This is an optimization exercise on Yosys and OpenROAD, whose aim is small area, a short achievable clock period and few clock cycles per item, not a production implementation. RTL that was checked went through simulation tests only; none was proved equivalent to the original. Only the layout flow was run in runs 2 to 4 and 6 to 8; the RTL was not checked for function there.

$ cat design/flow/design.v
module Divider(CLK, CS, WE, SN, AD, DI, DO, DONE);
    input CLK;
    input CS;
    input WE;
    input SN;
    input AD;
    input [17:0] DI;
    output DONE;
    output [17:0] DO;
    reg [17:0] num;  
    reg [17:0] den;  
    reg [17:0] quo;  
    reg [17:0] rem;  
    reg neg_quo;  
    reg neg_rem;  
    reg [4:0] cnt;
    reg busy;    
    assign DONE = cnt == 0;
    assign DO = (!AD & !neg_quo) ? quo :
                (!AD &  neg_quo) ? (~quo) + 1 :
                ( AD & !neg_rem) ? rem :
                (~rem) + 1;
    always @ (posedge CLK) begin
        busy = (cnt != 5'd0);
        casex ({CS, WE, AD})
            3'b110: begin
                if (SN && DI[17]) begin
                    neg_quo = 1;
                    neg_rem = 1;
                    num = (~DI) + 1;
                end
                else begin
                    neg_quo = 0;
                    neg_rem = 0;
                    num = DI;
                end
            end
            3'b111: begin
                if (SN && DI[17]) begin
                    neg_quo = !neg_quo;
                    den = (~DI) + 1;
                end
                else begin
                    den = DI;
                end
                quo = 0;
                rem = 0;
                cnt = 18;
            end
        endcase
        if (busy) begin
            rem = {rem[16:0], num[17]};
            num = {num[16:0], 1'd0};
            if (rem >= den) begin
                rem = rem - den;
                quo = {quo[16:0], 1'd1};
            end
            else begin
                quo = {quo[16:0], 1'd0};
            end
            cnt = cnt - 1;
        end
    end
endmodule
$ cat design/flow/run.sh
#!/bin/bash
# synth_recipe.tcl (not shown) runs the flow's synth.tcl, then flattens the netlist and writes it again
# the make line also repeats each setting of config.mk as NAME=value (left out here)
make -C /OpenROAD-flow-scripts/flow DESIGN_CONFIG=/design/flow/config.mk WORK_HOME=/design/flow/orfs CLKGATE_MAP_FILE= SYNTH_SCRIPT=/design/flow/synth_recipe.tcl finish
$ cat design/flow/config.mk
export PLATFORM = sky130hd
export DESIGN_NAME = Divider
export DESIGN_NICKNAME = Divider
export VERILOG_FILES = /design/flow/design.v
export SDC_FILE = /design/flow/constraint.sdc
export NUM_CORES = 4
export LEC_CHECK = 0
export CAP_MARGIN = 20
export CORE_MARGIN = 2
export CORE_UTILIZATION = 40
export PLACE_DENSITY = 0.6
export SLEW_MARGIN = 20
$ cat design/flow/constraint.sdc
create_clock -name core_clock -period 5.0 [get_ports {CLK}]
set_input_delay 1.0000 -clock core_clock [delete_from_list [all_inputs] [get_ports {CLK}]]
set_output_delay 1.0000 -clock core_clock [all_outputs]
set_load 0.01 [all_outputs]
==> results of run 1 <==
## cell usage after synthesis, drive strengths merged (14+ instances only)
master,n,area [um^2]
ha,22,275
nand2,121,454
nor2,47,176
clkbuf,29,109
mux2i,14,140
dfxtp,75,1500
o21ai,37,185
xor2,30,263
a21oi,75,379
and2,26,163
xnor2,31,272
inv,28,105
## kinds of logic after synthesis
| group | synth area share [%] |
|---|---|
| buffers and inverters | 5.19 |
| AND/OR/NAND/NOR | 21.3 |
| adder cells (fa/ha/maj) | 5.50 |
| flip-flops | 30.2 |
| XOR/XNOR | 9.95 |
| multiplexers | 7.08 |
| AO/OA/AOI/OAI | 20.8 |
## path summary, 6_finish.rpt
path / from / endpoint / slack [ns] / cells after the start
max: DI[8] / rem[0] / 0.31 / 14
min: num[0] / num[0] / 0.47 / 2
max reg2reg: rem[4] / rem[0] / 2.11 / 8
min reg2reg: num[0] / num[0] / 0.47 / 2
## state kept, by name, summed over array words and instances, names as in the netlist
name,cells
num,18
neg_quo,1
cnt,5
rem,18
den,18
quo,18
neg_rem,1
## critical path, stage by stage
cell             delay (ns)
clkdlybuf4s50_1        0.47
nor4_1                 0.38
nand3_1                0.21
o41ai_1                0.39
xor2_1                 0.18
o21a_1                 0.23
ha_1                   0.34
a21oi_1                0.19
o21a_1                 0.14
o21ai_0                0.09
a221oi_1               0.44
and2_1                 0.43
mux2_4                 0.34
a21oi_2                0.12
## cell usage in the layout, fill, tap and decap left out, types with 22 or more instances in the layout
master	count
and2_1	26
xnor2_1	31
o21ai_0	35
dfxtp_1	75
buf_4	27
xor2_1	30
clkdlybuf4s50_1	41
inv_1	28
a21oi_1	74
nor2_1	47
nand2_1	121
ha_1	22
## metal layers
metal / up-vias / GRT usage, % / share of wire, %
met5: - / 0 / 0
met4: 0 / 4.78 / 1.0
met3: 12 / 4.37 / 3.5
met2: 73 / 33.4 / 48
met1: 2257 / 26.4 / 47
li1: 2491 / - / -
## area by class of cell
| cell class | count | area [um^2] | share of cell area [%] |
|---|---|---|---|
| multi-input combinational | 542 | 3470 | 54.7 |
| tap | 176 | 220 | 3.47 |
| clock inverter | 7 | 65.1 | 1.02 |
| clock buffer | 9 | 225 | 3.55 |
| sequential | 79 | 1620 | 25.5 |
| timing repair buffer | 69 | 633 | 9.97 |
| inverter | 30 | 113 | 1.77 |
## through the flow
| stage | setup WS, ns | area (um^2) |
|---|---|---|
| CTS | 0.365 | 6350 |
| global placement | 0.0670 | 6060 |
| global route | 0.143 | 6350 |
| floorplan | 0.570 | 5370 |
| finish | 0.312 | 6350 |
| detailed placement | 0.0181 | 6060 |
==> impl_metrics.ini, run 1 <==
[routing]
drt-total-wl_um = 13900
drtIter0Drc = 226
routed_via_density = 5.30
num_vias = 4833
remaining_drc_errors = 0
drt-pass1-iter-count = 5
wire_per_inst_um = 15.2
ant_nets = 0

[logic_synthesis]
synth_ff_type = dfxtp_1
synthArstFlopShare_pct = 0
ys_seq_area_share_pct = 30.2
synth-edff-count = 4
synthCells = 688
netlist-cell-type-count = 57
syn_area_mm2 = 0.00537
syn_avg_cell_area_um2 = 7.81
yosysWarnings = 1
ys_seq_elements = 79

[hold_path]
hp-class = flop to flop

[layout]
drive_gt1_share_pct = 8.29
final_nets = 777
diodes = 0
finalNonFillerCells = 912
num-fill-cells = 1316
fin_util_pct = 48.1
area_growth_pct = 18.2

[clock_network]
ctsResizeCount = 0
worstSkewPairLatency_ns = 0.35
cts_root_buf = clkbuf_16
cts_tree = done
post_cts_buffers = 0
clk_pin_slew_ns = 0.07
numClockSinks = 79
htree_levels = 3
cts.path.max_buffers = 2
postCtsHoldBufs = 0
cts_buffers = 9

[global_route]
grt-ovfl-total = 0
grt_first_pass_wirelength_um = 23100
antenna_found_initial = 0
grt_usage_pct = 20.0
grt_max_degree = 69
grt_pass1_vias = 4684

[job]
drv_cap = 0

[timing]
post-route-min-period_ns = 4.69
finalCritPeriodShare_pct = 93.8
rsz0062_at_grt = false
setup_viol = 0
hold_violations = 0
worstMarginPinSlew_ns = 0.768
timing.fmax_mhz = 213
slew_headroom_pct = 48.8
finalSetupTns_ns = 0
slew_viol_final = 0
whs_ns = 0.472
fin_skew_ns = 0.00783

[die]
dieArea_mm2 = 0.0144
num_io_pins = 42
coreArea_mm2 = 0.0132
die_h_um = 120
num_rows = 42
die_w_um = 120
initial_utilization_pct = 40.7

[status]
status = no timing/DRC/antenna violations

[placed_design]
dpl.hpwl_um = 10600
gp_congestion = 0.934
numPortBuffers = 41
dpl.cell_count = 896

[setup_path]
critPathRequiredTime_ns = 5.28
cp_max_fo = 9
crit_path_end_kind = flop
start_kind = primary input
critPathKind = primary input to flop
crit_arrival_ns = 4.97
Testbench counts, summed over its fixed seeds: cycles 48,008, items 2,400.
==> run 2: changes to the inputs <==
==> design/flow/design.v (replaced) <==
module Divider(CLK, CS, WE, SN, AD, DI, DO, DONE);
    input CLK;
    input CS;
    input WE;
    input SN;
    input AD;
    input [17:0] DI;
    output DONE;
    output [17:0] DO;
    reg [17:0] R;        
    reg [17:0] D;        
    reg [17:0] Q;        
    reg [3:0]  K;        
    reg        busy;
    reg        neg_quo;
    reg        neg_rem;
    function [4:0] lzc;
        input [17:0] x;
        integer i;
        begin
            lzc = 5'd18;
            for (i = 0; i < 18; i = i + 1)
                if (x[i]) lzc = 5'd17 - i;
        end
    endfunction
    wire        neg_in = SN & DI[17];
    wire [17:0] mag_in = neg_in ? (~DI + 18'd1) : DI;
    wire [4:0]  lz_n = lzc(R);
    wire [4:0]  lz_d = lzc(mag_in);
    wire [5:0]  ldiff = {1'b0, lz_d} - {1'b0, lz_n};
    wire        d_zero = (lz_d == 5'd18);
    wire        q_zero = ldiff[5];           
    wire [17:0] D2 = D << {K, 1'b0};
    wire [18:0] D1 = {D2, 1'b0};
    wire [18:0] s1 = {1'b0, R} - D1;
    wire        c1 = ~s1[18] & ~D2[17];
    wire [17:0] R1 = c1 ? s1[17:0] : R;
    wire [18:0] s2 = {1'b0, R1} - {1'b0, D2};
    wire        c2 = ~s2[18];
    wire [17:0] R2 = c2 ? s2[17:0] : R1;
    assign DONE = ~busy;
    wire [17:0] quo_out = neg_quo ? (~Q + 18'd1) : Q;
    wire [17:0] rem_out = neg_rem ? (~R + 18'd1) : R;
    assign DO = AD ? rem_out : quo_out;
    always @(posedge CLK) begin
        if (busy) begin
            R <= R2;
            Q <= {Q[15:0], c1, c2};
            K <= K - 4'd1;
            if (K == 4'd0) busy <= 1'b0;
        end
        else if (CS & WE & ~AD) begin
            R <= mag_in;
            neg_quo <= neg_in;
            neg_rem <= neg_in;
        end
        else if (CS & WE & AD) begin
            D <= mag_in;
            neg_quo <= neg_quo ^ neg_in;
            Q <= {18{d_zero}};
            K <= ldiff[4:1];
            busy <= ~d_zero & ~q_zero;
        end
    end
endmodule
==> run 2 against run 1 <==
Effect of this change: the layout now fails its checks (setup timing); core utilization grew 8.6 points; register-to-register slack lost 2.6 ns; clock skew grew 0.0026 ns; non-clock buffer count grew 181; global-route usage grew 4.5 points; die area grew 28%; hold slack gained 0.13 ns; maximum frequency shrank 15%.
==> impl_metrics.ini, run 2 <==
[logic_synthesis]
yosysTopAreaCellShare_pct = 26.0
synth_common_cells = nand2_1 (99), o21ai_0 (72), edfxtp_1 (60)
syn_avg_cell_area_um2 = 8.31
netlist-cell-type-count = 75
synthCells = 833
yosysWarnings = 1
yosys.area.top_type = edfxtp_1
syn_area_mm2 = 0.00692
synth_ff_type = edfxtp_1
synth-edff-count = 60
synthArstFlopShare_pct = 0
yosysMostFrequentCell = nand2_1
synth.area.top_cells = edfxtp_1 (26%), ha_1 (8.3%), xnor2_1 (5.8%)
ys_seq_elements = 61
ys_seq_area_share_pct = 26.3

[timing]
finalCritPeriodShare_pct = 111
worst_slack_ns = -0.538
rsz0062_at_grt = true
slew_headroom_pct = 32.8
fin_skew_ns = 0.0104
worstMarginPinSlew_ns = 1.01
setup_viol = 20
timing.fmax_mhz = 181
finalSetupTns_ns = -9.38
post-route-min-period_ns = 5.54
slew_viol_final = 0
hold_violations = 0

[setup_path]
regToRegSetupSlack_ns = -0.54
cp_max_fo = 8
worstPathCellList = buf_6, buf_6, mux2i_2, or3_1, a21o_1, ha_1, or3_1, o21ai_2, a21boi_2, o221ai_2, buf_12, mux2_4, inv_2, fa_2, a21o_1, a21o_1, a2111o_1, a221oi_2, a31oi_2, a31oi_1, buf_4, buf_6, nor3_2, a221o_1
critPathKind = flop to flop
crit_path_end_kind = flop
critPathRequiredTime_ns = 5.07
cp_slowest_cell = edfxtp_1
crit_arrival_ns = 5.61
start_kind = flop
cpPeakStageDelay_ns = 0.41

[layout]
fin_util_pct = 56.8
reg.largest.list = D x18, Q x18, R x18
mostFrequentLayoutCell = buf_4
final_area_mm2 = 0.00971
diodes = 0
finalNonFillerCells = 1279
drive_gt1_share_pct = 30.6
layout_common_cells = buf_4 (199), nand2_1 (96), edfxtp_1 (60), o21ai_0 (59), nor2_1 (47)
area_growth_pct = 40.4
final_nets = 1121
seqCellArea_mm2 = 0.00182
multiInputGateArea_mm2 = 0.00510
num-fill-cells = 1570

[routing]
remaining_drc_errors = 0
drt-total-wl_um = 21900
wire_per_inst_um = 17.1
num_vias = 7061
routed_via_density = 5.52
drtIter0Drc = 486
drt-pass1-iter-count = 5
ant_nets = 0

[global_route]
grt_usage_pct = 24.5
top_usage_layer = met2
antenna_found_initial = 0
use_met1_pct = 32.8
grt_first_pass_wirelength_um = 35300
grt_max_degree = 47
grtUsageMet3_pct = 2.43
gr-usage-met2_pct = 41.5
grt_pass1_vias = 6932
grt-ovfl-total = 0

[hold_path]
hp-class = flop to flop

[status]
status = complete, but fails checks
violations = setup timing

[die]
die_h_um = 136
initial_utilization_pct = 40.4
dieArea_mm2 = 0.0184
num_rows = 48
die_w_um = 136
num_io_pins = 42
coreArea_mm2 = 0.0171

[clock_network]
cts.path.max_buffers = 2
cts_root_buf = clkbuf_16
cts_buffers = 9
numClockSinks = 61
clk_pin_slew_ns = 0.06
worstSkewPairLatency_ns = 0.33
cts_tree = done
htree_levels = 3

[placed_design]
dpl.hpwl_um = 17400
numPortBuffers = 41
dpl.cell_count = 1241
gp_congestion = 0.918
dpl_cell_area_mm2 = 0.00899

[job]
drv_cap = 0
[run 2: logic make-up after synthesis]
family / synth area share, %
AND/OR/NAND/NOR: 19.4
AO/OA/AOI/OAI: 24.2
buffers and inverters: 5.23
XOR/XNOR: 9.35
flip-flops: 26.3
adder cells (fa/ha/maj): 9.19
multiplexers: 6.35
[run 2: path summary, 6_finish.rpt]
path	from	endpoint	depth (start not counted)
max reg2reg	K[0]	R[8]	24
max	K[0]	R[8]	24
min	Q[3]	Q[5]	2
min reg2reg	Q[3]	Q[5]	2
[run 2: final cells by class]
cell class              instances  share of cell area (%)
repair buffers                250                    21.1
inverters                      45                    1.75
well taps                     225                    2.90
flip-flops and latches         61                    18.8
clock buffers                  12                    2.54
clock inverters                 4                   0.489
multi-input cells             682                    52.5
[run 2: metrics by stage]
step | hold WS (ns) | setup WS [ns]
2_1_floorplan | 0.550 | -0.431
3_3_place_gp | 0.588 | -0.601
3_5_place_dp | 0.594 | -0.701
4_1_cts | 0.599 | -0.493
5_1_grt | 0.644 | -0.739
6_report | 0.598 | -0.538
[run 2: critical path: cells and delay by family, from the launching register on]
kind                       cells  cell delay, ns
buffers and inverters          6            0.83
DFF                            1            0.41
adders and majority gates      2            0.55
muxes                          2            0.32
AOI/OAI and AO/OA             11            2.37
and+or+nand+nor                3            0.78
[run 2: layer usage]
layer | wire, um | vias to the layer above
met5 | 0 | -
li1 | - | 3515
met3 | 779 | 26
met2 | 10700 | 164
met4 | 374 | 0
met1 | 9990 | 3356
[run 2: what timing repair did]
action / in CTS / in global routing
gates cloned: 1 / 0
buffers inserted: 16 / 5
endpoints found under the setup margin: 20 / 21
pin swaps: 19 / 10
hold buffers: 0 / 0
gates resized for setup: 35 / 21
==> run 3: changes to the inputs <==
==> design/flow/design.v (replaced) <==
module Divider(CLK, CS, WE, SN, AD, DI, DO, DONE);
    input CLK;
    input CS;
    input WE;
    input SN;
    input AD;
    input [17:0] DI;
    output DONE;
    output [17:0] DO;
    reg [17:0] R;        
    reg [17:0] D;        
    reg [17:0] Q;        
    reg [4:0]  K;        
    reg        busy;
    reg        first;
    reg        neg_quo;
    reg        neg_rem;
    function [4:0] lzc;
        input [17:0] x;
        integer i;
        begin
            lzc = 5'd18;
            for (i = 0; i < 18; i = i + 1)
                if (x[i]) lzc = 5'd17 - i;
        end
    endfunction
    wire        wr_n = CS & WE & ~AD;
    wire        wr_d = CS & WE & AD;
    wire        neg_in = SN & DI[17];
    wire [17:0] mag_in = neg_in ? (~DI + 18'd1) : DI;
    wire [5:0]  lz = {1'b0, lzc(D)} - {1'b0, lzc(R)};
    wire        align = first & ~lz[5] & (lz[4:0] != 5'd0);
    wire [18:0] diff = {1'b0, R} - {1'b0, D};
    wire        c = ~diff[18];
    wire        step = busy & ~align;
    assign DONE = ~busy | (first & ~c);    
    wire [17:0] quo_out = neg_quo ? (~Q + 18'd1) : Q;
    wire [17:0] rem_out = neg_rem ? (~R + 18'd1) : R;
    assign DO = AD ? rem_out : quo_out;
    always @(posedge CLK) begin
        if (wr_n)
            R <= mag_in;
        else if (step & c)
            R <= diff[17:0];
        if (wr_d)
            D <= mag_in;
        else if (align)
            D <= D << lz[4:0];
        else
            D <= D >> 1;
        if (wr_d)
            Q <= {18{DI == 18'd0}};
        else if (step)
            Q <= {Q[16:0], c};
        K <= align ? lz[4:0] : K - 5'd1;
        if (wr_d) begin
            busy <= (DI != 18'd0);
            first <= 1'b1;
        end
        else begin
            if (step & (first | (K == 5'd0))) busy <= 1'b0;
            first <= 1'b0;
        end
        if (wr_n) begin
            neg_quo <= neg_in;
            neg_rem <= neg_in;
        end
        else if (wr_d)
            neg_quo <= neg_quo ^ neg_in;
    end
endmodule
--- a/design/flow/config.mk
+++ b/design/flow/config.mk
@@ -7,6 +7,7 @@
 export LEC_CHECK = 0
 export CAP_MARGIN = 20
 export CORE_MARGIN = 2
-export CORE_UTILIZATION = 40
-export PLACE_DENSITY = 0.6
+export CORE_UTILIZATION = 60
+export PLACE_DENSITY = 0.7
+export SETUP_SLACK_MARGIN = 1.2
 export SLEW_MARGIN = 20
==> run 3 against run 2 <==
Effect of this change: the run now finishes clean; hold slack lost 0.047 ns; wire length is 3.4% lower.
==> impl_metrics.ini, run 3 <==
[layout]
diodes = 0
area_growth_pct = 22.6
mostFrequentLayoutCell = nor2_1
drive_gt1_share_pct = 17.6
layout_common_cells = nor2_1 (86), nand2_1 (83), a21oi_1 (52), buf_4 (50), edfxtp_1 (41)
reg.largest.list = D x18, Q x18, R x18
final_nets = 903

[timing]
hold_violations = 0
fin_skew_ns = 0.00903
worstMarginPinSlew_ns = 0.893
timing.fmax_mhz = 255
setup_viol = 0
slew_headroom_pct = 39.9
finalSetupTns_ns = 0
rsz0062_at_grt = true
finalCritPeriodShare_pct = 78.5
slew_viol_final = 0
whs_ns = 0.552
post-route-min-period_ns = 3.93

[setup_path]
rr_startpoint = R[1]
start_kind = flop
path_common_cell = nor3_1
regToRegSetupSlack_ns = 1.07
cpPeakStageDelay_ns = 0.64
critPathRequiredTime_ns = 5.20
worstPathCellList = inv_2, ha_4, inv_1, ha_1, inv_1, o21ai_1, a211oi_1, nor3_1, nor3_1, o31ai_2, buf_4, fa_2, clkbuf_16, buf_4, mux2i_1, mux2i_1, nor3_1, a311oi_1, o211ai_1
r2r-end = D[16]
reg2reg_depth = 19
critPathKind = flop to flop
crit_path_end_kind = flop
cp_slowest_cell = fa_2
crit_start = R[1]
crit_arrival_ns = 4.12
cp_max_fo = 5

[logic_synthesis]
syn_area_mm2 = 0.00624
synthArstFlopShare_pct = 0
synth_ff_type = edfxtp_1
syn_avg_cell_area_um2 = 7.98
yosysMostFrequentCell = nand2_1
yosys.area.top_type = edfxtp_1
ys_seq_elements = 63
synth_common_cells = nand2_1 (89), nor2_1 (88), a21oi_1 (55)
ys_seq_area_share_pct = 26.8
synthCells = 782
synth-edff-count = 41
synth.area.top_cells = edfxtp_1 (20%), dfxtp_1 (7.1%), ha_1 (6.0%)
netlist-cell-type-count = 74
yosysTopAreaCellShare_pct = 19.7
yosysWarnings = 1

[placed_design]
gp_congestion = 0.941
dpl.hpwl_um = 14800
numPortBuffers = 41

[die]
die_h_um = 106
num_rows = 37
die_w_um = 106
num_io_pins = 42
initial_utilization_pct = 61.0
coreArea_mm2 = 0.0102
dieArea_mm2 = 0.0112

[clock_network]
worstSkewPairLatency_ns = 0.36
clk_pin_slew_ns = 0.08
htree_levels = 3
postCtsHoldBufs = 0
cts_buffers = 9
cts.path.max_buffers = 2
cts_tree = done
cts_root_buf = clkbuf_8
numClockSinks = 63

[routing]
remaining_drc_errors = 0
wire_per_inst_um = 21.4
drt-pass1-iter-count = 6
drt-total-wl_um = 21100
num_vias = 6517
drtIter0Drc = 750
routed_via_density = 6.59
ant_nets = 0

[global_route]
grt_max_degree = 34
grt_pass1_vias = 6016
grt_usage_pct = 36.7
antenna_found_initial = 0
grt-ovfl-total = 0
grt_first_pass_wirelength_um = 31900

[hold_path]
hp-class = flop to flop
min_to = D[0]
hp-start = D[1]
holdPathStages = 2

[status]
status = no timing/DRC/antenna violations

[job]
drv_cap = 0
run 3: worst max path at each step:
stage,endpoint,slack [ns],depth (start not counted)
final,D[16],1.07,19
after global routing,D[16],0.95,17
after CTS,DO[2],1.18,4
after detailed placement,D[16],0.61,17
after global placement,D[16],0.79,17
after floorplan,R[0],1.37,16
run 3: critical path, delay by kind of cell (launching register included):
| family | cells | cell delay, ns |
|---|---|---|
| compound gates | 5 | 0.69 |
| buf+inv | 6 | 0.68 |
| flops | 1 | 0.41 |
| fa+ha+maj | 3 | 0.95 |
| simple gates | 3 | 0.57 |
| mux | 2 | 0.47 |
run 3: stage by stage:
stage	std cells	instance area, um^2	setup WS (ns)	utilization, %
after floorplan	783	6240	1.37	-
after global placement	928	6720	0.788	65.7
after detailed placement	928	6720	0.610	65.7
after CTS	968	7330	1.18	71.7
after global routing	989	7650	0.949	74.8
final	989	7650	1.07	74.8
run 3: repair_timing:
action / CTS / global route
setup endpoints to repair: 77 / 68
hold endpoints to repair: 0 / 0
gates cloned: 3 / 1
gates resized for setup: 48 / 39
buffers inserted: 21 / 20
pin swaps: 10 / 24
run 3: per-layer routing:
layer	wire length, um	share of wire [%]	global-route usage, %	vias up
met5	0	0	0	-
met4	877	4.2	17.3	0
met3	1940	9.2	7.97	79
met2	9800	46	58.3	404
met1	8500	40	47.7	3052
li1	-	-	-	2982
run 3: layout make-up:
type | count | area, um^2
clock inverters | 7 | 111
fillers | 761 | 2580
multi-input cells | 634 | 4480
clock buffers | 9 | 124
repair buffers | 97 | 915
inverters | 43 | 161
flip-flops and latches | 63 | 1690
well taps | 136 | 170
run 3: logic make-up after synthesis:
kind of cell	count (synthesis)	share of synthesized area, %
buffers and inverters	88	5.77
AND/OR/NAND/NOR	286	22.0
multiplexers	39	7.74
other	1	0.0601
flip-flops	63	26.8
AO/OA/AOI/OAI	209	22.0
adder cells (fa/ha/maj)	32	6.66
XOR/XNOR	64	8.98
==> run 4: changes to the inputs <==
--- a/design/flow/config.mk
+++ b/design/flow/config.mk
@@ -9,5 +9,4 @@
 export CORE_MARGIN = 2
 export CORE_UTILIZATION = 60
 export PLACE_DENSITY = 0.7
-export SETUP_SLACK_MARGIN = 1.2
 export SLEW_MARGIN = 20
==> run 4 against run 3 <==
Effect of this change: sequential cell count did not move; synthesized cell count unchanged; critical path depth decreased by 3; register-to-register slack lost 0.73 ns; clock skew decreased by 0.0020 ns; still clean; setup slack lost 0.73 ns; maximum frequency shrank 16%; synthesized area stayed put.
==> impl_metrics.ini, run 4 <==
[placed_design]
dpl.cell_count = 928
numPortBuffers = 41
dpl.hpwl_um = 14400
gp_congestion = 0.959
pre_cts_ws_ns = 0.463

[clock_network]
numClockSinks = 63
ctsResizeCount = 0
worstSkewPairLatency_ns = 0.36
htree_levels = 3
post_cts_buffers = 0
cts_buffers = 9
postCtsHoldBufs = 0
cts_tree = done
cts_root_buf = clkbuf_8
clk_pin_slew_ns = 0.08
cts.path.max_buffers = 2

[setup_path]
crit_path_end_kind = flop
start_kind = flop
critPathKind = flop to flop
crit_arrival_ns = 4.65
cp_max_fo = 18
critPathRequiredTime_ns = 5.00

[routing]
drt-pass1-iter-count = 6
wire_per_inst_um = 20.0
met3_length_um = 1630
routed_via_density = 6.55
drt-met1-wl_um = 7950
drt-total-wl_um = 18900
drtIter0Drc = 584
num_vias = 6186
routed.top_layer = met4
remaining_drc_errors = 0
wl_met2_um = 8780
ant_nets = 0

[logic_synthesis]
ys_seq_elements = 63
synth_ff_type = edfxtp_1
yosys.area.top_type = edfxtp_1
yosysTopAreaCellShare_pct = 19.7
syn_area_mm2 = 0.00624
netlist-cell-type-count = 74
synth-edff-count = 41
syn_avg_cell_area_um2 = 7.98
yosysMostFrequentCell = nand2_1
synthArstFlopShare_pct = 0
synth_common_cells = nand2_1 (89), nor2_1 (88), a21oi_1 (55)
yosysWarnings = 1
synth.area.top_cells = edfxtp_1 (20%), dfxtp_1 (7.1%), ha_1 (6.0%)
synthCells = 782
ys_seq_area_share_pct = 26.8

[global_route]
grt-ovfl-total = 0
grt_pass1_vias = 5701
grt_max_degree = 35
antenna_found_initial = 0
grt_first_pass_wirelength_um = 30400
grt_usage_pct = 34.6

[timing]
timing.fmax_mhz = 215
setup_viol = 0
worstMarginPinSlew_ns = 0.781
finalSetupTns_ns = 0
finalCritPeriodShare_pct = 93.2
rsz0062_at_grt = false
post-route-min-period_ns = 4.66
fin_skew_ns = 0.00701
worst_slack_ns = 0.342
hold_violations = 0
slew_headroom_pct = 47.9
slew_viol_final = 0

[die]
coreArea_mm2 = 0.0102
num_rows = 37
num_io_pins = 42
die_h_um = 106
dieArea_mm2 = 0.0112
die_w_um = 106
initial_utilization_pct = 61.0

[status]
status = no timing/DRC/antenna violations

[layout]
multiInputGateArea_mm2 = 0.00421
mostFrequentLayoutCell = nand2_1
final_nets = 858
fin_util_pct = 67.8
reg.largest.list = D x18, Q x18, R x18
layout_common_cells = nand2_1 (89), nor2_1 (88), a21oi_1 (55), edfxtp_1 (41), clkdlybuf4s50_1 (41)
finalNonFillerCells = 944
diodes = 0
num-fill-cells = 869
seqCellArea_mm2 = 0.00167
area_growth_pct = 11.2
drive_gt1_share_pct = 6.68

[job]
drv_cap = 0

[hold_path]
hp-class = flop to flop
## run 4: cell count changes in the layout (fill, tap and decap cells not counted), sizes merged
cell           previous run  this run
dlygate4sd2               2         0
a21o                      8         7
clkdlybuf4s50            34        41
buf                      55        13
dlymetal6s2s              3         0
or2                       4         3
clkinvlp                  1         3
clkinv                    5         3
bufinv                    3         1
inv                      41        42
bufbuf                    1         0
clkdlybuf4s15             1         0
## run 4: path summary, 6_finish.rpt
path	startpoint	slack (ns)	to	cells past startpoint
min	K[4]	0.57	K[4]	2
max	R[1]	0.34	R[3]	16
min reg2reg	K[4]	0.57	K[4]	2
max reg2reg	R[1]	0.34	R[3]	16
## run 4: critical path: stages (launching register included)
cell and delay, ns:
edfxtp_1 0.46, inv_1 0.16, ha_1 0.18, o21bai_1 0.07, a21oi_1 0.16, nor2_1 0.05, nor2_1 0.10, o21ai_0 0.08
a221oi_1 0.46, ha_1 0.27, inv_1 0.06, fa_1 0.45, or2_1 0.24, o22ai_1 0.28, a32o_1 0.37, and3_1 0.25
a21o_1 0.65
## run 4: stage by stage
stage / hold WS [ns] / instance area (um^2)
6_report: 0.566 / 6940
5_1_grt: 0.627 / 6940
4_1_cts: 0.577 / 6940
3_5_place_dp: 0.555 / 6720
3_3_place_gp: 0.532 / 6720
2_1_floorplan: 0.508 / 6240
## run 4: cell families (layout without fill, tap and decap cells)
| logic type | after synthesis | count (layout) | synth area share, % |
|---|---|---|---|
| adders and majority gates | 32 | 32 | 6.66 |
| muxes | 39 | 39 | 7.74 |
| DFF | 63 | 63 | 26.8 |
| xor gates and xnor gates | 64 | 64 | 8.98 |
| AOI/OAI and AO/OA | 209 | 209 | 22.0 |
| and+or+nand+nor | 286 | 286 | 22.0 |
| other | 1 | 2 | 0.0601 |
| buffers and inverters | 88 | 113 | 5.77 |
## run 4: area by class of cell
cell class / count / share of cell area (%)
Clock buffer: 10 / 2.15
Clock inverter: 6 / 0.956
Timing Repair Buffer: 54 / 7.32
Tap cell: 136 / 2.45
Sequential cell: 63 / 24.1
Multi-Input combinational cell: 632 / 60.7
Inverter: 43 / 2.33
## run 4: routing by layer
metal / vias to the layer above / track usage [%]
met4: 0 / 12.7
li1: 2883 / -
met5: - / 0
met2: 347 / 55.6
met1: 2913 / 48.0
met3: 43 / 4.23
==> run 5: changes to the inputs <==
--- a/design/flow/design.v
+++ b/design/flow/design.v
@@ -33,7 +33,7 @@
     wire [18:0] diff = {1'b0, R} - {1'b0, D};
     wire        c = ~diff[18];
     wire        step = busy & ~align;
-    assign DONE = ~busy | (first & ~c);    
+    assign DONE = ~busy | (first & ~c & ~align);
     wire [17:0] quo_out = neg_quo ? (~Q + 18'd1) : Q;
     wire [17:0] rem_out = neg_rem ? (~R + 18'd1) : R;
     assign DO = AD ? rem_out : quo_out;
--- a/design/flow/config.mk
+++ b/design/flow/config.mk
@@ -7,6 +7,6 @@
 export LEC_CHECK = 0
 export CAP_MARGIN = 20
 export CORE_MARGIN = 2
-export CORE_UTILIZATION = 60
-export PLACE_DENSITY = 0.7
+export CORE_UTILIZATION = 40
+export PLACE_DENSITY = 0.6
 export SLEW_MARGIN = 20
==> run 5 against run 4 <==
Effect of this change: highest routed layer unchanged; final cell count up 3.3%; design area up 1.6%; via count down 3.8%; clock skew up 0.0021 ns; critical path depth down 2.
==> impl_metrics.ini, run 5 <==
[placed_design]
dpl.hpwl_um = 14700
dpl_cell_area_mm2 = 0.00667
numPortBuffers = 41
pre_cts_ws_ns = -0.00144
gp_congestion = 0.971

[clock_network]
numClockSinks = 63
cts.path.max_buffers = 2
cts_buffers = 9
cts_root_buf = clkbuf_16
cts_tree = done
clk_pin_slew_ns = 0.06
htree_levels = 3
worstSkewPairLatency_ns = 0.35

[logic_synthesis]
syn_area_mm2 = 0.00595
synth_common_cells = nand2_1 (87), nor2_1 (79), o21ai_0 (52)
yosysMostFrequentCell = nand2_1
netlist-cell-type-count = 70
yosysWarnings = 1
synth.area.top_cells = edfxtp_1 (21%), dfxtp_1 (7.4%), ha_1 (6.3%)
yosys.area.top_type = edfxtp_1
synthCells = 736
synth_ff_type = edfxtp_1
yosysTopAreaCellShare_pct = 20.7
ys_seq_area_share_pct = 28.1
syn_avg_cell_area_um2 = 8.09
synth-edff-count = 41
ys_seq_elements = 63
synthArstFlopShare_pct = 0

[routing]
drtIter0Drc = 613
remaining_drc_errors = 0
ant_nets = 0
drt-total-wl_um = 19500
wire_per_inst_um = 20.0
num_vias = 5950
drt-pass1-iter-count = 5
routed_via_density = 6.10

[layout]
fin_util_pct = 48.5
final_nets = 841
diodes = 0
num-fill-cells = 1389
final_area_mm2 = 0.00705
reg.largest.list = D x18, Q x18, R x18
mostFrequentLayoutCell = nand2_1
drive_gt1_share_pct = 9.73
area_growth_pct = 18.4
layout_common_cells = nand2_1 (87), nor2_1 (79), o21ai_0 (51), a21oi_1 (50), edfxtp_1 (41)

[setup_path]
crit_path_end_kind = output port
reg2reg_depth = 13
crit_arrival_ns = 3.68
r2r-end = R[17]
cp_max_fo = 5
critPathRequiredTime_ns = 4.00
critPathKind = flop to output port
regToRegSetupSlack_ns = 0.81
rr_startpoint = D[1]
start_kind = flop

[hold_path]
min_to = D[0]
holdPathStages = 2
hp-start = D[1]
hp-class = flop to flop

[timing]
slew_headroom_pct = 43.8
setup_viol = 0
rsz0062_at_grt = false
whs_ns = 0.567
slew_viol_final = 0
hold_violations = 0
timing.fmax_mhz = 214
worst_slack_ns = 0.321
finalCritPeriodShare_pct = 93.6
fin_skew_ns = 0.00909
post-route-min-period_ns = 4.68
worstMarginPinSlew_ns = 0.832

[die]
die_w_um = 126
num_rows = 44
coreArea_mm2 = 0.0145
dieArea_mm2 = 0.0159
die_h_um = 126
initial_utilization_pct = 41.0
num_io_pins = 42

[status]
status = no timing/DRC/antenna violations

[global_route]
antenna_found_initial = 0
grt_usage_pct = 24.6
grt_first_pass_wirelength_um = 30600
grt-ovfl-total = 0
grt_pass1_vias = 5558
grt_max_degree = 30

[job]
drv_cap = 0
==> run 5: changes by cell type after synthesis, sizes merged, moves of 8 or more <==
cell    before  now
mux2i       28   12
buf         19    7
nor2        89   79
nor3        23   15
o21a        11    3
o221ai       0    8
==> run 5: area by class of cell <==
cell class | instances | area (um^2) | area share [%]
tap | 184 | 230 | 3.27
inverter | 40 | 150 | 2.13
clock buffer | 10 | 229 | 3.25
clock inverter | 6 | 109 | 1.54
sequential | 63 | 1670 | 23.7
timing repair buffer | 74 | 653 | 9.27
multi-input combinational | 598 | 4010 | 56.8
==> run 5: worst max-delay path by stage <==
stage                end  slack, ns  cells after the start  startpoint
detailed placement  DONE     -0.001                     18        R[1]
finish              DONE       0.32                     14        D[1]
global route        DONE       0.03                     17        R[1]
CTS                 DONE       0.21                     17        R[1]
global placement    DONE       0.15                     18        R[1]
floorplan           DONE       0.34                     17        R[1]
==> run 5: critical path, stage by stage, from the launching register on <==
cell	delay, ns
dfxtp_1	0.39
buf_4	0.15
o211ai_1	0.10
a311oi_1	0.28
nor3_1	0.07
o311ai_0	0.42
a311oi_1	0.26
fa_2	0.46
a21o_1	0.21
a21oi_2	0.20
xnor2_1	0.15
o31ai_4	0.24
nand2_1	0.08
o21ai_1	0.15
clkbuf_2	0.15
==> run 5: logic make-up (layout without fill, tap and decap cells) <==
| logic type | Yosys count | after routing | synth area share [%] |
|---|---|---|---|
| adder cells (fa/ha/maj) | 32 | 32 | 6.98 |
| other | 1 | 2 | 0.0630 |
| buffers and inverters | 76 | 130 | 4.90 |
| AND/OR/NAND/NOR | 264 | 264 | 20.8 |
| AO/OA/AOI/OAI | 216 | 216 | 24.6 |
| XOR/XNOR | 63 | 63 | 9.27 |
| flip-flops | 63 | 63 | 28.1 |
| multiplexers | 21 | 21 | 5.23 |
==> run 5: timing repair <==
| action | 4_1_cts | 5_1_grt |
|---|---|---|
| buffers inserted | 3 | 2 |
| endpoints found under the hold margin | 0 | 0 |
| pin swaps | 0 | 4 |
| gates resized for setup | 5 | 2 |
| hold buffers | 0 | 0 |
| setup endpoints to repair | 1 | 1 |
==> run 5: per-layer routing <==
layer	global-route usage, %	part of all wire [%]	vias up
li1	-	-	2806
met1	33.3	44	2811
met2	39.2	46	285
met3	5.18	8.0	48
met4	8.34	2.5	0
met5	0	0	-
==> run 5: through the flow <==
stage	cells	TNS, ns
after floorplan	737	0
after CTS	973	0
after global routing	975	0
after global placement	954	0
after detailed placement	954	-0.00144
final	975	0
Testbench counts of run 5, summed over its fixed seeds: cycles 9,863, items 2,400.
==> run 6: changes to the inputs <==
--- a/design/flow/design.v
+++ b/design/flow/design.v
@@ -10,6 +10,7 @@
     reg [17:0] R;        
     reg [17:0] D;        
     reg [17:0] Q;        
+    reg [4:0]  L;        
     reg [4:0]  K;        
     reg        busy;
     reg        first;
@@ -28,12 +29,31 @@
     wire        wr_d = CS & WE & AD;
     wire        neg_in = SN & DI[17];
     wire [17:0] mag_in = neg_in ? (~DI + 18'd1) : DI;
-    wire [5:0]  lz = {1'b0, lzc(D)} - {1'b0, lzc(R)};
-    wire        align = first & ~lz[5] & (lz[4:0] != 5'd0);
-    wire [18:0] diff = {1'b0, R} - {1'b0, D};
-    wire        c = ~diff[18];
+    wire [4:0]  lz_in = lzc(mag_in);
+    wire [5:0]  kd = {1'b0, lz_in} - {1'b0, L};
+    wire        d_zero = (DI == 18'd0);
+    wire        align = first & (K != 5'd0);
+    wire [18:0] sg [0:5];
+    wire [18:0] sp [0:5];
+    assign sg[0] = {R & ~D, 1'b1};
+    assign sp[0] = {R ^ ~D, 1'b0};
+    genvar l, i;
+    generate for (l = 0; l < 5; l = l + 1) begin : lv
+        for (i = 0; i < 19; i = i + 1) begin : b
+            if ((i >> l) & 1) begin : m
+                localparam integer j = ((i >> l) << l) - 1;
+                assign sg[l+1][i] = sg[l][i] | (sp[l][i] & sg[l][j]);
+                assign sp[l+1][i] = sp[l][i] & sp[l][j];
+            end else begin : t
+                assign sg[l+1][i] = sg[l][i];
+                assign sp[l+1][i] = sp[l][i];
+            end
+        end
+    end endgenerate
+    wire [18:0] diff = {sg[5][18], sp[0][18:1] ^ sg[5][17:0]};
+    wire        c = diff[18];
     wire        step = busy & ~align;
-    assign DONE = ~busy | (first & ~c & ~align);
+    assign DONE = ~busy;
     wire [17:0] quo_out = neg_quo ? (~Q + 18'd1) : Q;
     wire [17:0] rem_out = neg_rem ? (~R + 18'd1) : R;
     assign DO = AD ? rem_out : quo_out;
@@ -42,23 +62,28 @@
             R <= mag_in;
         else if (step & c)
             R <= diff[17:0];
+        if (wr_n)
+            L <= lz_in;
         if (wr_d)
             D <= mag_in;
         else if (align)
-            D <= D << lz[4:0];
+            D <= D << K;
         else
             D <= D >> 1;
         if (wr_d)
-            Q <= {18{DI == 18'd0}};
+            Q <= {18{d_zero}};
         else if (step)
             Q <= {Q[16:0], c};
-        K <= align ? lz[4:0] : K - 5'd1;
+        if (wr_d)
+            K <= kd[4:0];
+        else if (~align)
+            K <= K - 5'd1;
         if (wr_d) begin
-            busy <= (DI != 18'd0);
+            busy <= ~d_zero & ~kd[5];
             first <= 1'b1;
         end
         else begin
-            if (step & (first | (K == 5'd0))) busy <= 1'b0;
+            if (step & (K == 5'd0)) busy <= 1'b0;
             first <= 1'b0;
         end
         if (wr_n) begin
==> design/flow/config.mk (replaced) <==
export PLATFORM = sky130hd
export DESIGN_NAME = Divider
export DESIGN_NICKNAME = Divider
export VERILOG_FILES = /design/flow/design.v
export SDC_FILE = /design/flow/constraint.sdc
export NUM_CORES = 4
export LEC_CHECK = 0
export ABC_CLOCK_PERIOD_IN_PS = 3500
export CAP_MARGIN = 20
export CORE_MARGIN = 2
export CORE_UTILIZATION = 60
export PLACE_DENSITY = 0.7
export SETUP_SLACK_MARGIN = 1.0
export SLEW_MARGIN = 20
==> run 6 against run 5 <==
Effect of this change: first-iteration DRC count is 44% lower; global-route usage is 6.0 points higher; critical path type is now primary input to flop; setup slack better by 0.70 ns; register-to-register slack better by 0.72 ns; sequential share of layout area is 2.2 points higher; critical path depth stayed put; critical endpoint is now busy; synthesized area is 1.2% lower; wire length is 17% lower; still clean; largest cell class unchanged.
==> impl_metrics.ini, run 6 <==
[clock_network]
numClockSinks = 68
cts.path.max_buffers = 2
postCtsHoldBufs = 0
worstSkewPairLatency_ns = 0.36
cts_tree = done
htree_levels = 3
cts_buffers = 9
cts_root_buf = clkbuf_8
clk_pin_slew_ns = 0.08

[logic_synthesis]
synth_ff_type = edfxtp_1
yosys.area.top_type = edfxtp_1
synth_mux_area_share_pct = 5.17
syn_avg_cell_area_um2 = 8.61
synthCells = 683
synth.area.top_cells = edfxtp_1 (26%), dfxtp_1 (5.8%), ha_1 (5.7%)
synth-edff-count = 51
yosysWarnings = 1
netlist-cell-type-count = 68
synth_top_family_by_area = compound AO/OA/AOI/OAI gates
synth_compound_area_share_pct = 24.6
yosysTopAreaCellShare_pct = 26.0
synth_xor_area_share_pct = 9.36
ys_seq_elements = 68
yosysMostFrequentCell = nor2_1
synthAdderAreaFrac_pct = 7.44
syn_area_mm2 = 0.00588
synthArstFlopShare_pct = 0
ys_seq_area_share_pct = 31.8
synth-simple-area-share_pct = 16.8
synth_common_cells = nor2_1 (62), a21oi_1 (57), nand2_1 (55)

[timing]
slew_headroom_pct = 41.4
finalSetupTns_ns = 0
setup_viol = 0
post-route-min-period_ns = 3.98
timing.fmax_mhz = 252
worstMarginPinSlew_ns = 0.880
hold_violations = 0
finalCritPeriodShare_pct = 79.5
slew_viol_final = 0
fin_skew_ns = 0.00748
rsz0062_at_grt = true

[job]
drv_cap = 0

[layout]
fin_util_pct = 74.9
drive_gt1_share_pct = 17.7
multiInputGateArea_mm2 = 0.00401
final_area_mm2 = 0.00722
num-fill-cells = 757
final_nets = 805
diodes = 0
seqCellArea_mm2 = 0.00187
area_growth_pct = 22.7
reg.largest.list = D x18, Q x18, R x18
mostFrequentLayoutCell = nor2_1
layout_common_cells = nor2_1 (59), nand2_1 (53), a21oi_1 (53), edfxtp_1 (51), buf_4 (47)

[global_route]
grt_first_pass_wirelength_um = 25300
grt_pass1_vias = 5245
grt_max_degree = 36
grt_usage_pct = 30.6
antenna_found_initial = 0
grt-ovfl-total = 0

[setup_path]
critPathKind = primary input to flop
crit_arrival_ns = 4.09
reg2reg_depth = 7
cp_max_fo = 6
crit_path_end_kind = flop
start_kind = primary input
critPathRequiredTime_ns = 5.12

[placed_design]
dpl.hpwl_um = 11900
numPortBuffers = 41
dpl_cell_area_mm2 = 0.00651
gp_congestion = 0.964

[routing]
drt-pass1-iter-count = 5
drtIter0Drc = 343
remaining_drc_errors = 0
num_vias = 5463
drt-total-wl_um = 16200
ant_nets = 0
routed_via_density = 6.15
wire_per_inst_um = 18.2

[die]
die_w_um = 103
die_h_um = 103
initial_utilization_pct = 61.0
num_rows = 36
coreArea_mm2 = 0.00964
dieArea_mm2 = 0.0106
num_io_pins = 42

[hold_path]
hp-class = flop to flop
holdPathStages = 2

[status]
status = no timing/DRC/antenna violations
[run 6: cell type report]
class	count	area share, %
Inverter	40	2.15
Clock inverter	7	1.92
Timing Repair Buffer	89	10.5
Multi-Input combinational cell	542	55.5
Clock buffer	9	1.72
Tap cell	133	2.31
Sequential cell	68	25.9
[run 6: timing repair]
action,4_1_cts,5_1_grt
cloned,0,0
setup buffers,15,11
pin swaps,13,22
endpoints found under the setup margin,9,14
gates resized for setup,41,46
[run 6: worst paths after layout]
check,start,end,slack [ns]
setup reg to reg,K[1],Q[3],1.53
setup / recovery,DI[8],busy,1.02
hold / removal,first,D[15],0.52
hold reg to reg,first,D[15],0.52
[run 6: critical path, cell delays in order]
cell and delay (ns):
dlygate4sd2_1 0.34, nor3_4 0.36, nand3_4 0.17, o21a_1 0.25, xor2_2 0.20, or2_1 0.25
or3_1 0.32, a21oi_2 0.23, ha_1 0.26, a21o_1 0.16, a21o_1 0.18, a21o_1 0.17
a21oi_1 0.13, nor2_1 0.05
[run 6: metal layers]
metal | vias to the layer above | global-route usage, % | wire length (um)
met2 | 219 | 52.9 | 8090
met1 | 2570 | 38.4 | 6680
met4 | 0 | 12.7 | 477
met5 | - | 0 | 0
met3 | 44 | 4.27 | 939
li1 | 2630 | - | -
[run 6: cell families (layout without fill, tap and decap cells)]
group | Yosys count | in the layout
compound gates | 217 | 217
simple gates | 199 | 199
buf+inv | 74 | 145
flops | 68 | 68
xor+xnor | 62 | 62
fa+ha+maj | 32 | 32
mux | 30 | 30
other cells | 1 | 2
[run 6: metrics by stage]
stage               setup slack, ns  cells  hold slack (ns)
global placement              0.274    846            0.506
finish                         1.02    888            0.521
detailed placement            0.184    846            0.513
CTS                           0.975    877            0.523
floorplan                      1.02    684            0.482
global route                  0.863    888            0.560
==> run 7: changes to the inputs <==
==> design/flow/config.mk (replaced) <==
export PLATFORM = sky130hd
export DESIGN_NAME = Divider
export DESIGN_NICKNAME = Divider
export VERILOG_FILES = /design/flow/design.v
export SDC_FILE = /design/flow/constraint.sdc
export NUM_CORES = 4
export LEC_CHECK = 0
export CAP_MARGIN = 20
export CORE_MARGIN = 2
export CORE_UTILIZATION = 60
export CTS_BUF_LIST = sky130_fd_sc_hd__clkbuf_8
export CTS_CLUSTER_SIZE = 32
export PLACE_DENSITY = 0.7
export SLEW_MARGIN = 20
==> run 7 against run 6 <==
Effect of this change: first-iteration DRC count rose by 14%; global-route usage fell by 0.13 points; register-to-register slack got worse by 0.06 ns; maximum frequency fell by 11%; via count fell by 0.77%; synthesized area did not move; setup slack got worse by 0.50 ns; synthesized cell count did not move; design area fell by 6.9%.
==> impl_metrics.ini, run 7 <==
[status]
status = no timing/DRC/antenna violations

[layout]
layout_common_cells = nor2_1 (62), a21oi_1 (57), nand2_1 (55), edfxtp_1 (51), o21ai_0 (48)
final_area_mm2 = 0.00672
diodes = 0
num-fill-cells = 798
drive_gt1_share_pct = 8.50
final_nets = 779
mostFrequentLayoutCell = nor2_1
seqCellArea_mm2 = 0.00187
reg.largest.list = D x18, Q x18, R x18
multiInputGateArea_mm2 = 0.00374
area_growth_pct = 14.2

[timing]
setup_viol = 0
hold_violations = 0
rsz0062_at_grt = false
fin_skew_ns = 0.00840
worstMarginPinSlew_ns = 0.932
finalSetupTns_ns = 0
slew_headroom_pct = 37.9
post-route-min-period_ns = 4.47
slew_viol_final = 0
worst_slack_ns = 0.526
finalCritPeriodShare_pct = 89.5
whs_ns = 0.523
timing.fmax_mhz = 224

[setup_path]
crit_path_end_kind = flop
critPathRequiredTime_ns = 5.12
r2r-end = Q[4]
cp_max_fo = 6
reg2reg_depth = 7
rr_startpoint = K[1]
crit_arrival_ns = 4.59
critPathKind = primary input to flop
regToRegSetupSlack_ns = 1.47
start_kind = primary input

[logic_synthesis]
yosys.area.top_type = edfxtp_1
synth_ff_type = edfxtp_1
ys_seq_elements = 68
yosysMostFrequentCell = nor2_1
synth-edff-count = 51
syn_avg_cell_area_um2 = 8.61
yosysWarnings = 1
yosysTopAreaCellShare_pct = 26.0
synthArstFlopShare_pct = 0
syn_area_mm2 = 0.00588
synth.area.top_cells = edfxtp_1 (26%), dfxtp_1 (5.8%), ha_1 (5.7%)
netlist-cell-type-count = 68
ys_seq_area_share_pct = 31.8
synthCells = 683
synth_common_cells = nor2_1 (62), a21oi_1 (57), nand2_1 (55)

[die]
dieArea_mm2 = 0.0106
die_w_um = 103
die_h_um = 103
initial_utilization_pct = 61.0
num_rows = 36
coreArea_mm2 = 0.00964
num_io_pins = 42

[clock_network]
cts_buffers = 9
post_cts_buffers = 0
ctsResizeCount = 0
worstSkewPairLatency_ns = 0.37
htree_levels = 3
cts.path.max_buffers = 2
clk_pin_slew_ns = 0.07
numClockSinks = 68
cts_tree = done
cts_root_buf = clkbuf_8
postCtsHoldBufs = 0

[routing]
routed_via_density = 6.29
num_vias = 5421
drt-total-wl_um = 15700
remaining_drc_errors = 0
ant_nets = 0
drt-pass1-iter-count = 5
drtIter0Drc = 391
wire_per_inst_um = 18.2

[global_route]
grt-ovfl-total = 0
grt_pass1_vias = 5111
grt_first_pass_wirelength_um = 24900
antenna_found_initial = 0
grt_usage_pct = 30.5
grt_max_degree = 36

[placed_design]
dpl_cell_area_mm2 = 0.00650
gp_congestion = 1.01
dpl.hpwl_um = 12000
pre_cts_ws_ns = 0.164
numPortBuffers = 41

[hold_path]
min_to = D[15]
hp-class = flop to flop
hp-start = first
holdPathStages = 2

[job]
drv_cap = 0
## run 7: how the worst max path moves through the flow
stage                     slack, ns  startpoint    to  depth (start not counted)
after floorplan                0.84        K[1]  R[0]                         10
after global placement         0.22       DI[9]  K[4]                         12
after detailed placement       0.16       DI[2]  busy                         14
after CTS                      0.53       DI[6]  busy                         14
after global routing           0.15       DI[6]  busy                         14
final                          0.53       DI[2]  busy                         14
## run 7: metrics by stage
step / utilization (%) / std cells
2_1_floorplan: - / 684
3_3_place_gp: 67.4 / 846
3_5_place_dp: 67.4 / 846
4_1_cts: 69.7 / 862
5_1_grt: 69.7 / 862
6_report: 69.7 / 862
## run 7: cell families after synthesis
kind of cell	after synthesis	share of synthesized area (%)
buf+inv	74	4.74
xor+xnor	62	9.36
mux	30	5.17
simple gates	199	16.8
fa+ha+maj	32	7.44
compound gates	217	24.6
flops	68	31.8
other cells	1	0.0637
## run 7: critical path, stage by stage
cell and delay [ns]:
clkdlybuf4s50_1 0.55, or4_1 0.64, o21ai_0 0.17, o21ai_0 0.10, a32oi_1 0.33, a31oi_1 0.12, or3_1 0.34, a21oi_1 0.31
ha_1 0.31, a21o_1 0.18, a21o_1 0.20, a21o_1 0.18, a21oi_1 0.13, nor2_1 0.05
## run 7: layout make-up
type                    instances  share of cell area, %
clock buffers                  13                   2.66
clock inverters                 3                  0.633
inverters                      40                   2.23
multi-input cells             542                   55.6
flip-flops and latches         68                   27.8
well taps                     133                   2.48
repair buffers                 63                   8.56
## run 7: routing by layer
metal | share of wire [%] | track usage, %
met5 | 0 | 0
met4 | 3.4 | 14.0
met3 | 5.4 | 3.25
met2 | 49 | 52.8
met1 | 42 | 38.1
==> run 8: changes to the inputs <==
--- a/design/flow/design.v
+++ b/design/flow/design.v
@@ -10,7 +10,6 @@
     reg [17:0] R;        
     reg [17:0] D;        
     reg [17:0] Q;        
-    reg [4:0]  L;        
     reg [4:0]  K;        
     reg        busy;
     reg        first;
@@ -29,10 +28,16 @@
     wire        wr_d = CS & WE & AD;
     wire        neg_in = SN & DI[17];
     wire [17:0] mag_in = neg_in ? (~DI + 18'd1) : DI;
-    wire [4:0]  lz_in = lzc(mag_in);
-    wire [5:0]  kd = {1'b0, lz_in} - {1'b0, L};
     wire        d_zero = (DI == 18'd0);
-    wire        align = first & (K != 5'd0);
+    wire [17:0] rmask;
+    genvar m;
+    generate for (m = 0; m < 18; m = m + 1) begin : rm
+        assign rmask[m] = |R[17:m];
+    end endgenerate
+    wire        d_big = |(mag_in & ~rmask);      
+    wire [17:0] rlead = rmask & ~{1'b0, rmask[17:1]};   
+    wire [4:0]  kk = K - lzc(R);
+    wire        align = first & ~|(D & rlead);        
     wire [18:0] sg [0:5];
     wire [18:0] sp [0:5];
     assign sg[0] = {R & ~D, 1'b1};
@@ -62,12 +67,10 @@
             R <= mag_in;
         else if (step & c)
             R <= diff[17:0];
-        if (wr_n)
-            L <= lz_in;
         if (wr_d)
             D <= mag_in;
         else if (align)
-            D <= D << K;
+            D <= D << kk;
         else
             D <= D >> 1;
         if (wr_d)
@@ -75,15 +78,17 @@
         else if (step)
             Q <= {Q[16:0], c};
         if (wr_d)
-            K <= kd[4:0];
-        else if (~align)
+            K <= lzc(mag_in);
+        else if (first)
+            K <= kk;
+        else
             K <= K - 5'd1;
         if (wr_d) begin
-            busy <= ~d_zero & ~kd[5];
+            busy <= ~d_zero & ~d_big;
             first <= 1'b1;
         end
         else begin
-            if (step & (K == 5'd0)) busy <= 1'b0;
+            if (step & (first | (K == 5'd0))) busy <= 1'b0;
             first <= 1'b0;
         end
         if (wr_n) begin
==> design/flow/config.mk (replaced) <==
export PLATFORM = sky130hd
export DESIGN_NAME = Divider
export DESIGN_NICKNAME = Divider
export VERILOG_FILES = /design/flow/design.v
export SDC_FILE = /design/flow/constraint.sdc
export NUM_CORES = 4
export LEC_CHECK = 0
export ABC_CLOCK_PERIOD_IN_PS = 3500
export CAP_MARGIN = 20
export CORE_MARGIN = 2
export CORE_UTILIZATION = 60
export PLACE_DENSITY = 0.7
export SETUP_SLACK_MARGIN = 1.0
export SLEW_MARGIN = 20
==> run 8 against run 7 <==
Effect of this change: still clean on timing, DRC and antenna; global-route usage is 5.7 points higher; synthesized cell count rose by 14%; clock skew up 0.0020 ns; register-to-register slack worse by 0.43 ns; synthesized area is 6.8% higher; critical path type is now flop to flop; largest cell class unchanged; highest routed layer unchanged.
==> impl_metrics.ini, run 8 <==
[logic_synthesis]
syn_area_mm2 = 0.00628
netlist-cell-type-count = 70
synth_ff_type = edfxtp_1
ys_seq_elements = 63
synth_common_cells = nand2_1 (93), nor2_1 (68), o21ai_0 (56)
synth.area.top_cells = edfxtp_1 (20%), dfxtp_1 (7.0%), ha_1 (6.2%)
syn_avg_cell_area_um2 = 8.06
yosysWarnings = 1
synthCells = 779
yosys.area.top_type = edfxtp_1
ys_seq_area_share_pct = 26.6
synth-edff-count = 41
synthArstFlopShare_pct = 0
yosysTopAreaCellShare_pct = 19.6
yosysMostFrequentCell = nand2_1

[timing]
hold_violations = 0
rsz0062_at_grt = true
fin_skew_ns = 0.0104
finalSetupTns_ns = 0
slew_viol_final = 0
post-route-min-period_ns = 3.96
slew_headroom_pct = 34.5
timing.fmax_mhz = 253
finalCritPeriodShare_pct = 79.2
whs_ns = 0.603
worst_slack_ns = 1.04
worstMarginPinSlew_ns = 0.983
setup_viol = 0

[routing]
drt-total-wl_um = 20700
num_vias = 6402
drtIter0Drc = 665
routed_via_density = 6.59
wire_per_inst_um = 21.3
remaining_drc_errors = 0
ant_nets = 0
drt-pass1-iter-count = 7

[layout]
diodes = 0
final_nets = 889
area_growth_pct = 16.0
reg.largest.list = D x18, Q x18, R x18
drive_gt1_share_pct = 12.1
final_area_mm2 = 0.00729
mostFrequentLayoutCell = nand2_1
layout_common_cells = nand2_1 (93), nor2_1 (67), o21ai_0 (52), a21oi_1 (51), buf_4 (42)

[global_route]
grt_first_pass_wirelength_um = 31400
grt_pass1_vias = 5972
grt-ovfl-total = 0
antenna_found_initial = 0
grt_max_degree = 35
grt_usage_pct = 36.1

[die]
coreArea_mm2 = 0.0102
die_w_um = 106
num_io_pins = 42
initial_utilization_pct = 61.4
dieArea_mm2 = 0.0113
die_h_um = 106
num_rows = 37

[setup_path]
worstPathCellList = inv_2, buf_4, ha_2, inv_1, ha_1, nand2_1, a211oi_1, o21ai_0, a211oi_1, or3_1, inv_1, fa_2, clkinv_2, o211a_1, a21oi_1, nand2_1, and3_1, a2111o_1, a31oi_1
r2r-end = D[14]
crit_path_end = D[14]
rr_startpoint = R[1]
critPathRequiredTime_ns = 5.30
crit_arrival_ns = 4.26
cpPeakStageDelay_ns = 0.59
critical-path-top-delay-family = compound AO/OA/AOI/OAI gates
cp_slowest_cell = fa_2
critical_path_depth = 19
start_kind = flop
crit_start = R[1]
crit_path_end_kind = flop
cp_max_fo = 7
reg2reg_depth = 19
regToRegSetupSlack_ns = 1.04
critPathBufInv = 5
critPathKind = flop to flop

[hold_path]
hp-start = D[10]
hp-class = flop to flop
holdPathStages = 2

[clock_network]
cts.path.max_buffers = 2
cts_buffers = 9
numClockSinks = 63
htree_levels = 3
worstSkewPairLatency_ns = 0.38
clk_pin_slew_ns = 0.08
cts_tree = done
cts_root_buf = clkbuf_8

[job]
drv_cap = 0

[placed_design]
dpl.hpwl_um = 15100
dpl_cell_area_mm2 = 0.00675
gp_congestion = 0.944
pre_cts_ws_ns = 0.790
numPortBuffers = 41

[status]
status = no timing/DRC/antenna violations
[run 8: cell types whose count changed after synthesis, moves of 7 or more]
cell,previous run,this run
edfxtp_1,51,41
mux2i_1,27,34
a221oi_1,9,1
nand4_1,0,9
nand3_1,8,15
and3_1,1,8
o21ai_0,49,56
nand2_1,55,93
nor2b_1,12,5
[run 8: stage by stage]
step,instances,utilization [%]
after global placement,927,66.0
after CTS,952,69.1
after global routing,971,71.2
after detailed placement,927,66.0
final,971,71.2
after floorplan,779,-
[run 8: layout make-up]
type | instances | area (um^2)
inverter | 44 | 166
fill | 824 | 2940
multi-input combinational | 627 | 4320
clock buffer | 9 | 124
clock inverter | 7 | 80.1
tap | 136 | 170
sequential | 63 | 1670
timing repair buffer | 85 | 756
[run 8: how the worst min path moves through the flow]
stage,end,slack (ns)
CTS,D[9],0.59
floorplan,D[9],0.48
detailed placement,D[9],0.58
finish,D[9],0.60
global route,D[9],0.61
global placement,D[9],0.58
[run 8: layer usage]
metal	global-route usage (%)	share of wire, %
met5	0	0
met2	58.7	47
met4	18.1	5.1
met1	44.7	38
met3	8.52	10
[run 8: cells by family after synthesis]
kind of cell,after synthesis,share of synthesized area [%]
AND/OR/NAND/NOR,266,21.0
AO/OA/AOI/OAI,220,22.7
buffers and inverters,89,6.29
XOR/XNOR,67,9.34
flip-flops,63,26.6
multiplexers,38,6.31
adder cells (fa/ha/maj),36,7.77
[run 8: worst reg2reg max path, cell delays in order (launching register included)]
cell	delay (ns)
edfxtp_1	0.38
inv_2	0.06
buf_4	0.13
ha_2	0.19
inv_1	0.06
ha_1	0.13
nand2_1	0.06
a211oi_1	0.25
o21ai_0	0.10
a211oi_1	0.25
or3_1	0.19
inv_1	0.08
fa_2	0.59
clkinv_2	0.16
o211a_1	0.17
a21oi_1	0.23
nand2_1	0.08
and3_1	0.16
a2111o_1	0.40
a31oi_1	0.21
[run 8: timing repair]
| action | 4_1_cts | 5_1_grt |
|---|---|---|
| resized for setup | 14 | 19 |
| endpoints found under the setup margin | 21 | 21 |
| hold buffers | 0 | 0 |
| pin swaps | 5 | 9 |
| buffers inserted | 9 | 19 |
| cloned | 0 | 0 |

[port drivers added, routing unchanged]
Ports are ideal in the flow. The routed layouts listed here were re-timed in OpenROAD. Step 1, drivers: a clkbuf_16 drives CLK and a buf_2 each remaining input, both assumed. Step 2 also shifts input and output timing later by t, the mid clock arrival at the registers, as if the neighbouring blocks saw the same clock. a / b / c = ideal / step 1 / step 2; a / b = the first two.
run	shift t [ns]	setup slack, ns	worst setup path at the end	worst register clock-pin slew, ns	worst data-port slew with drivers (ns)
run 1	0.380	0.312 / 0.324 / -0.055	input to register	0.07 / 0.07	0.03
run 2	0.373	-0.538 / -0.538 / -0.538	register to register	0.06 / 0.06	0.05
run 3	0.395	1.073 / 1.073 / 1.073	register to register	0.08 / 0.08	0.04
run 4	0.391	0.342 / 0.342 / 0.342	register to register	0.08 / 0.08	0.04
run 5	0.387	0.321 / 0.281 / 0.668	register to output	0.06 / 0.06	0.04
run 6	0.394	1.025 / 1.042 / 0.648	input to register	0.08 / 0.08	0.03
run 7	0.404	0.526 / 0.543 / 0.139	input to register	0.08 / 0.08	0.03
run 8	0.406	1.042 / 1.042 / 0.801	input to register	0.09 / 0.09	0.05
With both steps, setup timing fails in run 1, where it was met with ideal ports. For run 7, which loses most, drivers alone change the setup slack by +0.017 ns; drivers and shift together by -0.387 ns.
